Background: an optimization exercise with open tools, aiming at small area and a short achievable clock period. Do not read the settings as production practice. In this exercise RTL edits were held to simulation tests only and were not proved equivalent to the original. Power is estimated from default activity; no workload was simulated.

==> flow/design.v <==
module pic_core(
    input            clk,
    input            rst,
    input[31:0]      irq,
    output           exi,
    output[4:0]      exi_code,
    input            mgmt_req,
    input[31:0]      mgmt_adr,
    output reg       mgmt_ack,
    input            mgmt_rwn,
    input[1:0]       mgmt_wen,
    input[31:0]      mgmt_txd,
    output reg       mgmt_rxe,
    output[31:0]     mgmt_rxd
);
localparam LAT = 15;     
function le11(input[10:0] a, input[10:0] b);
    reg[15:0] l, ng;
    integer j, w;
    begin
        l  = 0;
        ng = 16'hffff;
        for(j = 0; j < 11; j = j + 1)
        begin
            l[j]  = !a[j] & b[j];
            ng[j] = !a[j] | b[j];
        end
        for(w = 8; w >= 1; w = w / 2)
            for(j = 0; j < w; j = j + 1)
            begin
                l[j]  = l[2*j+1] | (ng[2*j+1] & l[2*j]);
                ng[j] = l[2*j+1] | (ng[2*j+1] & ng[2*j]);
            end
        le11 = ng[0];
    end
endfunction
function le_key(input[5:0] a, input[4:0] ca, input[5:0] b, input[4:0] cb, input z);
    reg[7:0] l, ng;
    integer j, w;
    begin
        l  = 0;
        ng = 8'hff;
        for(j = 0; j < 6; j = j + 1)
        begin
            l[j]  = !a[j] & b[j];
            ng[j] = !a[j] | b[j];
        end
        for(w = 4; w >= 1; w = w / 2)
            for(j = 0; j < w; j = j + 1)
            begin
                l[j]  = l[2*j+1] | (ng[2*j+1] & l[2*j]);
                ng[j] = l[2*j+1] | (ng[2*j+1] & ng[2*j]);
            end
        le_key = l[0] | (ng[0] & (z | le11({6'd0, ca}, {6'd0, cb})));
    end
endfunction
reg mgmt_fin, busy, issue;
always @(posedge clk or posedge rst)
begin
    if(rst)
    begin
        busy     <= 0;
        issue    <= 0;
        mgmt_fin <= 0;
    end else
    begin
        busy     <= !mgmt_fin && mgmt_req;
        issue    <= !busy     && mgmt_req;
        mgmt_fin <= issue;
    end
end
reg       rwn, wen, hit;
reg[4:0]  cfg_adr, cfg_din;
always @(posedge clk)
begin
    rwn     <= mgmt_rwn;
    wen     <= mgmt_wen[0];
    hit     <= mgmt_adr[15:5] == 11'd1;
    cfg_adr <= mgmt_adr[4:0];
    cfg_din <= mgmt_txd[4:0];
end
wire vld = issue && hit;
always @(posedge clk or posedge rst)
begin
    if(rst)
    begin
        mgmt_ack <= 0;
        mgmt_rxe <= 0;
    end else
    begin
        mgmt_ack <= vld;
        mgmt_rxe <= vld && rwn;
    end
end
reg[159:0] pri;
reg[4:0]   rd_adr;
reg[4:0]   rxd;
always @(posedge clk)
begin
    if(vld) rd_adr <= cfg_adr;
    rxd <= pri[rd_adr*5+:5];
end
genvar i;
generate
for(i = 0; i < 32; i = i + 1)
begin: g_pri
always @(posedge clk)
    if(vld && wen && cfg_adr == i) pri[i*5+:5] <= cfg_din;
end
endgenerate
assign mgmt_rxd = {27'd0, rxd};
reg        rclr;
reg[31:0]  nvld;         
reg[159:0] cnt;
always @(posedge clk or posedge rst)
begin
    if(rst) rclr <= 1;
    else    rclr <= 0;
end
generate
for(i = 0; i < 32; i = i + 1)
begin: g_line
always @(posedge clk)
begin
    nvld[i]      <= !irq[i];
    cnt[i*5+:5]  <= (rclr ? 5'd0 : cnt[i*5+:5]) + (nvld[i] && irq[i] ? 5'd1 : 5'd0);
end
end
endgenerate
reg[15:0]  v1, w1;
reg[79:0]  p1;
reg[8*13-1:0]  lv2;
reg[4*14-1:0]  lv3;
reg[2*15-1:0]  lv4;
reg[5:0]       lv5;
generate
for(i = 0; i < 16; i = i + 1)
begin: g_l1
    wire[5:0] a = {nvld[2*i], pri[(2*i)*5+:5]}, b = {nvld[2*i+1], pri[(2*i+1)*5+:5]};
    wire[4:0] ca = cnt[(2*i)*5+:5], cb = cnt[(2*i+1)*5+:5];
    wire w = !le_key(a, ca, b, cb, rclr);
    always @(posedge clk)
    begin
        v1[i] <= !(a[5] && b[5]);
        w1[i] <= w;
        p1[i*5+:5] <= w ? b[4:0] : a[4:0];
    end
end
for(i = 0; i < 8; i = i + 1)
begin: g_l2
    wire[4:0] ca = w1[2*i]   ? cnt[(4*i+1)*5+:5] : cnt[(4*i)*5+:5];
    wire[4:0] cb = w1[2*i+1] ? cnt[(4*i+3)*5+:5] : cnt[(4*i+2)*5+:5];
    wire[11:0] a = {!v1[2*i],   p1[(2*i)*5+:5],   ca, w1[2*i]};
    wire[11:0] b = {!v1[2*i+1], p1[(2*i+1)*5+:5], cb, w1[2*i+1]};
    wire w = le11(a[11:1], b[11:1]);
    always @(posedge clk)
        lv2[i*13+:13] <= w ? {a[11:1], 1'b0, a[0:0]} : {b[11:1], 1'b1, b[0:0]};
end
for(i = 0; i < 4; i = i + 1)
begin: g_l3
    wire[12:0] a = lv2[(2*i)*13+:13], b = lv2[(2*i+1)*13+:13];
    wire w = le11(a[12:2], b[12:2]);
    always @(posedge clk)
        lv3[i*14+:14] <= w ? {a[12:2], 1'b0, a[1:0]} : {b[12:2], 1'b1, b[1:0]};
end
for(i = 0; i < 2; i = i + 1)
begin: g_l4
    wire[13:0] a = lv3[(2*i)*14+:14], b = lv3[(2*i+1)*14+:14];
    wire w = le11(a[13:3], b[13:3]);
    always @(posedge clk)
        lv4[i*15+:15] <= w ? {a[13:3], 1'b0, a[2:0]} : {b[13:3], 1'b1, b[2:0]};
end
endgenerate
wire[14:0] fa = lv4[14:0], fb = lv4[29:15];
wire fw = le11(fa[14:4], fb[14:4]);
always @(posedge clk)
    lv5 <= fw ? {!fa[14], 1'b0, fa[3:0]} : {!fb[14], 1'b1, fb[3:0]};
reg[5:0] dly[6:LAT];
integer s;
always @(posedge clk)
begin
    dly[6] <= lv5;
    for(s = 7; s <= LAT; s = s + 1)
        dly[s] <= dly[s-1];
end
assign exi      = dly[LAT][5];
assign exi_code = dly[LAT][4:0];
endmodule
export LEC_CHECK = 0
export ABC_AREA = 1
export CAP_MARGIN = 20
export CORE_MARGIN = 2
export CORE_UTILIZATION = 60
export CTS_BUF_LIST = sky130_fd_sc_hd__clkbuf_8 sky130_fd_sc_hd__clkbuf_16
export CTS_CLUSTER_DIAMETER = 100
export CTS_CLUSTER_SIZE = 24
export SETUP_SLACK_MARGIN = 3.5
export SLEW_MARGIN = 20
export TNS_END_PERCENT = 0
create_clock -name core_clock -period 5.0 [get_ports {clk}]
run.sh (not shown) runs the stock make flow with config.mk's settings and CLKGATE_MAP_FILE= SYNTH_SCRIPT=/design/flow/synth_recipe.tcl, a recipe that flattens the netlist after the stock synthesis.
The baseline passed the timing, DRC and antenna checks.
Next try:
==> flow/flow/run.sh (new file) <==
#!/bin/bash
# The standard layout, with plain buffers on the ports instead of the
# delay cells buffer_ports picks by default. Each ORFS step also keeps its
# own log under orfs/logs; make's output is kept in flow_make.log.
set -euo pipefail
bash standard.sh BUFFER_PORTS_ARGS="-buffer_cell sky130_fd_sc_hd__buf_2" finish > flow_make.log 2>&1
==> flow/standard.sh (new file) <==
#!/bin/bash
# synth_recipe.tcl (not shown) runs the flow's synth.tcl, then flattens the netlist and writes it again
# the make line also repeats each setting of config.mk as NAME=value (left out here)
make -C /OpenROAD-flow-scripts/flow DESIGN_CONFIG=/design/flow/config.mk WORK_HOME=/design/flow/orfs CLKGATE_MAP_FILE= SYNTH_SCRIPT=/design/flow/synth_recipe.tcl "${@:-finish}"
SETUP_SLACK_MARGIN = 3.2   (was 3.5)
removed: flow/run.sh
What happened: The changed run ran to the end with no violations; routed wire length falls by 1.5%; final cell count hardly moves; count of clock-buffer cells in the layout is lower by 3; combinational power falls by about 3%; total power went down by 0.81%.
Next try:
==> flow/run.sh (new file) <==
#!/bin/bash
# synth_recipe.tcl (not shown) runs the flow's synth.tcl, then flattens the netlist and writes it again
# the make line also repeats each setting of config.mk as NAME=value (left out here)
make -C /OpenROAD-flow-scripts/flow DESIGN_CONFIG=/design/flow/config.mk WORK_HOME=/design/flow/orfs CLKGATE_MAP_FILE= SYNTH_SCRIPT=/design/flow/synth_recipe.tcl finish
SETUP_SLACK_MARGIN = 2.6   (was 3.2)
removed: flow/flow/run.sh
removed: flow/standard.sh
Design area rises by 0.60%.
Power rises by 0.70%.
Non-clock buffer count falls by 6.
Synthesized area stays the same.
Via count falls by 0.53%.
Hold slack gets better by 0.022 ns.
Next try:
ABC_AREA = default   (was 1)
SETUP_SLACK_MARGIN = 3.5   (was 2.6)
What happened: The changed run produced a clean layout; cell count is lower by 26%; via count falls by 21%; wire length drops by 5.6%; synthesized area went down by 2.1%; count of clock-buffer cells in the layout drops by 1; total power falls by 4.8%.

== build 82 ==
// pic_core: RTL as listed in full above, without the edits since
Settings: LEC_CHECK=0, ABC_AREA=1, CAP_MARGIN=20, CORE_MARGIN=2, CORE_UTILIZATION=60, CTS_BUF_LIST=sky130_fd_sc_hd__clkbuf_8 sky130_fd_sc_hd__clkbuf_16, CTS_CLUSTER_DIAMETER=100, CTS_CLUSTER_SIZE=24, SETUP_SLACK_MARGIN=3.5, SLEW_MARGIN=20, TNS_END_PERCENT=0; clock period 5.0 ns.
standard.sh (not shown) runs the stock make flow with config.mk's settings and CLKGATE_MAP_FILE= SYNTH_SCRIPT=/design/flow/synth_recipe.tcl, a recipe that flattens the netlist after the stock synthesis.
==> flow/flow/run.sh <==
#!/bin/bash
# The standard layout, with plain buffers on the ports instead of the
# delay cells buffer_ports picks by default. Each ORFS step also keeps its
# own log under orfs/logs; make's output is kept in flow_make.log.
set -euo pipefail
bash standard.sh BUFFER_PORTS_ARGS="-buffer_cell sky130_fd_sc_hd__buf_2" finish > flow_make.log 2>&1
The final layout from build 82, which completed every stage, passed the timing, DRC and antenna checks at the end of the flow.
## Diff of input files: build 77 against build 82
Settings: CTS_CLUSTER_DIAMETER removed (was 100); SETUP_SLACK_MARGIN changed from 3.5 to 3.2; ABC_AREA removed (was 1); ABC_CLOCK_PERIOD_IN_PS newly set to 1800; CTS_CLUSTER_SIZE removed (was 24); CTS_BUF_LIST removed (was sky130_fd_sc_hd__clkbuf_8 sky130_fd_sc_hd__clkbuf_16); TNS_END_PERCENT removed (was 0).
==> flow/run.sh (new file) <==
#!/bin/bash
# synth_recipe.tcl (not shown) runs the flow's synth.tcl, then flattens the netlist and writes it again
# the make line also repeats each setting of config.mk as NAME=value (left out here)
make -C /OpenROAD-flow-scripts/flow DESIGN_CONFIG=/design/flow/config.mk WORK_HOME=/design/flow/orfs CLKGATE_MAP_FILE= SYNTH_SCRIPT=/design/flow/synth_recipe.tcl finish
removed: flow/flow/run.sh
removed: flow/standard.sh
--- outcome ---
Lower utilization of the core after routing among build 82 and build 77: build 82. Looking at master of the slowest instance on the critical path, the sky130_fd_sc_hd__dfxtp_4 result is from build 77; the sky130_fd_sc_hd__dfxtp_2 one comes from build 82. met1 usage in global routing up 2.8 points in build 77 wrt build 82. The detailed-routed wire length on met3 in build 77 sits 94 um above the value recorded for build 82. Build 77 ends up with lower total via count after detailed routing than build 82 does. Going from build 82 to build 77, the switching power share of the total was found to have gone down by 3.9 points. Non-clock buffer count (build 77 over build 82): increase, 255.
#### Input delta (build 25 over build 77)
Settings: CTS_CLUSTER_SIZE: unset -> 24; ABC_AREA: unset -> 1; CTS_CLUSTER_DIAMETER: unset -> 100; TNS_END_PERCENT: unset -> 0; CORE_UTILIZATION: 60 -> 66; ABC_CLOCK_PERIOD_IN_PS: 1800 -> unset; CTS_BUF_LIST: unset -> sky130_fd_sc_hd__clkbuf_8 sky130_fd_sc_hd__clkbuf_16.
==> flow/flow/run.sh (new file) <==
#!/bin/bash
# The standard layout, with plain buffers on the ports instead of the
# delay cells buffer_ports picks by default. Each ORFS step also keeps its
# own log under orfs/logs; make's output is kept in flow_make.log.
set -euo pipefail
bash standard.sh BUFFER_PORTS_ARGS="-buffer_cell sky130_fd_sc_hd__buf_2" finish > flow_make.log 2>&1
==> flow/standard.sh (new file) <==
#!/bin/bash
# synth_recipe.tcl (not shown) runs the flow's synth.tcl, then flattens the netlist and writes it again
# the make line also repeats each setting of config.mk as NAME=value (left out here)
make -C /OpenROAD-flow-scripts/flow DESIGN_CONFIG=/design/flow/config.mk WORK_HOME=/design/flow/orfs CLKGATE_MAP_FILE= SYNTH_SCRIPT=/design/flow/synth_recipe.tcl "${@:-finish}"
removed: flow/run.sh
[summary]
Build 25 ended with every stage complete and zero timing, DRC or antenna violations. Worst-case headroom to the max-slew limit came out higher on build 25 than on build 77. Going from build 77 to build 25, tap cell count went down by 24, power attributed to the clock group went down by about 40%, post-synthesis sequential area ratio went down by 1.1 points, final core area utilization went down by 11 points, H-tree depth went down by 1. Compared with build 77, in build 25 total met2 wirelength after detailed routing moved down, share of power burned in combinational logic moved up. Looking at most frequent standard cell in the layout excluding fill and tap cells, the sky130_fd_sc_hd__dfxtp_1 result is from build 77; the sky130_fd_sc_hd__nand2_1 one comes from build 25. Side by side, arrival time at the worst endpoint turned out lower in build 25 than in build 77.

port drivers added, routing unchanged:
The results above use ideal ports. As a check the final layouts listed here were re-extracted and re-timed, cells and wires unchanged. Step 1 sets driving cells, clkbuf_16 on the clock port and buf_2 on the other inputs (assumed; they add their load-dependent delay and slew). Step 2, shift: input delay + t, output delay - t, t = (earliest + latest rising clock arrival at the registers) / 2. This alone moves slack from input paths to output paths. Slacks: no drivers / after step 1 / after step 2; pairs: no drivers / after step 1.
run | t (ns) | setup slack, ns | hold WS [ns] | clock arrival spread, ns
the first run of note 1 | 0.645 | 2.890 / 2.827 / 2.681 | 0.323 / 0.323 / 0.323 | 0.019 / 0.020
the second run of note 1 | 0.649 | 2.905 / 2.847 / 2.909 | 0.308 / 0.268 / 0.328 | 0.034 / 0.034
the third run of note 1 | 0.643 | 2.426 / 2.368 / 2.575 | 0.330 / 0.330 / 0.330 | 0.027 / 0.027
the fourth run of note 1 | 0.645 | 2.424 / 2.424 / 2.382 | 0.331 / 0.331 / 0.331 | 0.029 / 0.029
build 82 | 0.645 | 2.887 / 2.825 / 2.946 | 0.296 / 0.257 / 0.328 | 0.028 / 0.028
build 77 | 0.676 | 2.484 / 2.484 / 2.434 | 0.326 / 0.326 / 0.326 | 0.023 / 0.023
build 25 | 0.645 | 2.890 / 2.829 / 2.922 | 0.299 / 0.257 / 0.324 | 0.030 / 0.030
After both steps setup and hold are still met in every run listed. The setup slack of the first run of note 1, which loses most, moves by -0.063 ns with the drivers and by -0.209 ns with both steps.
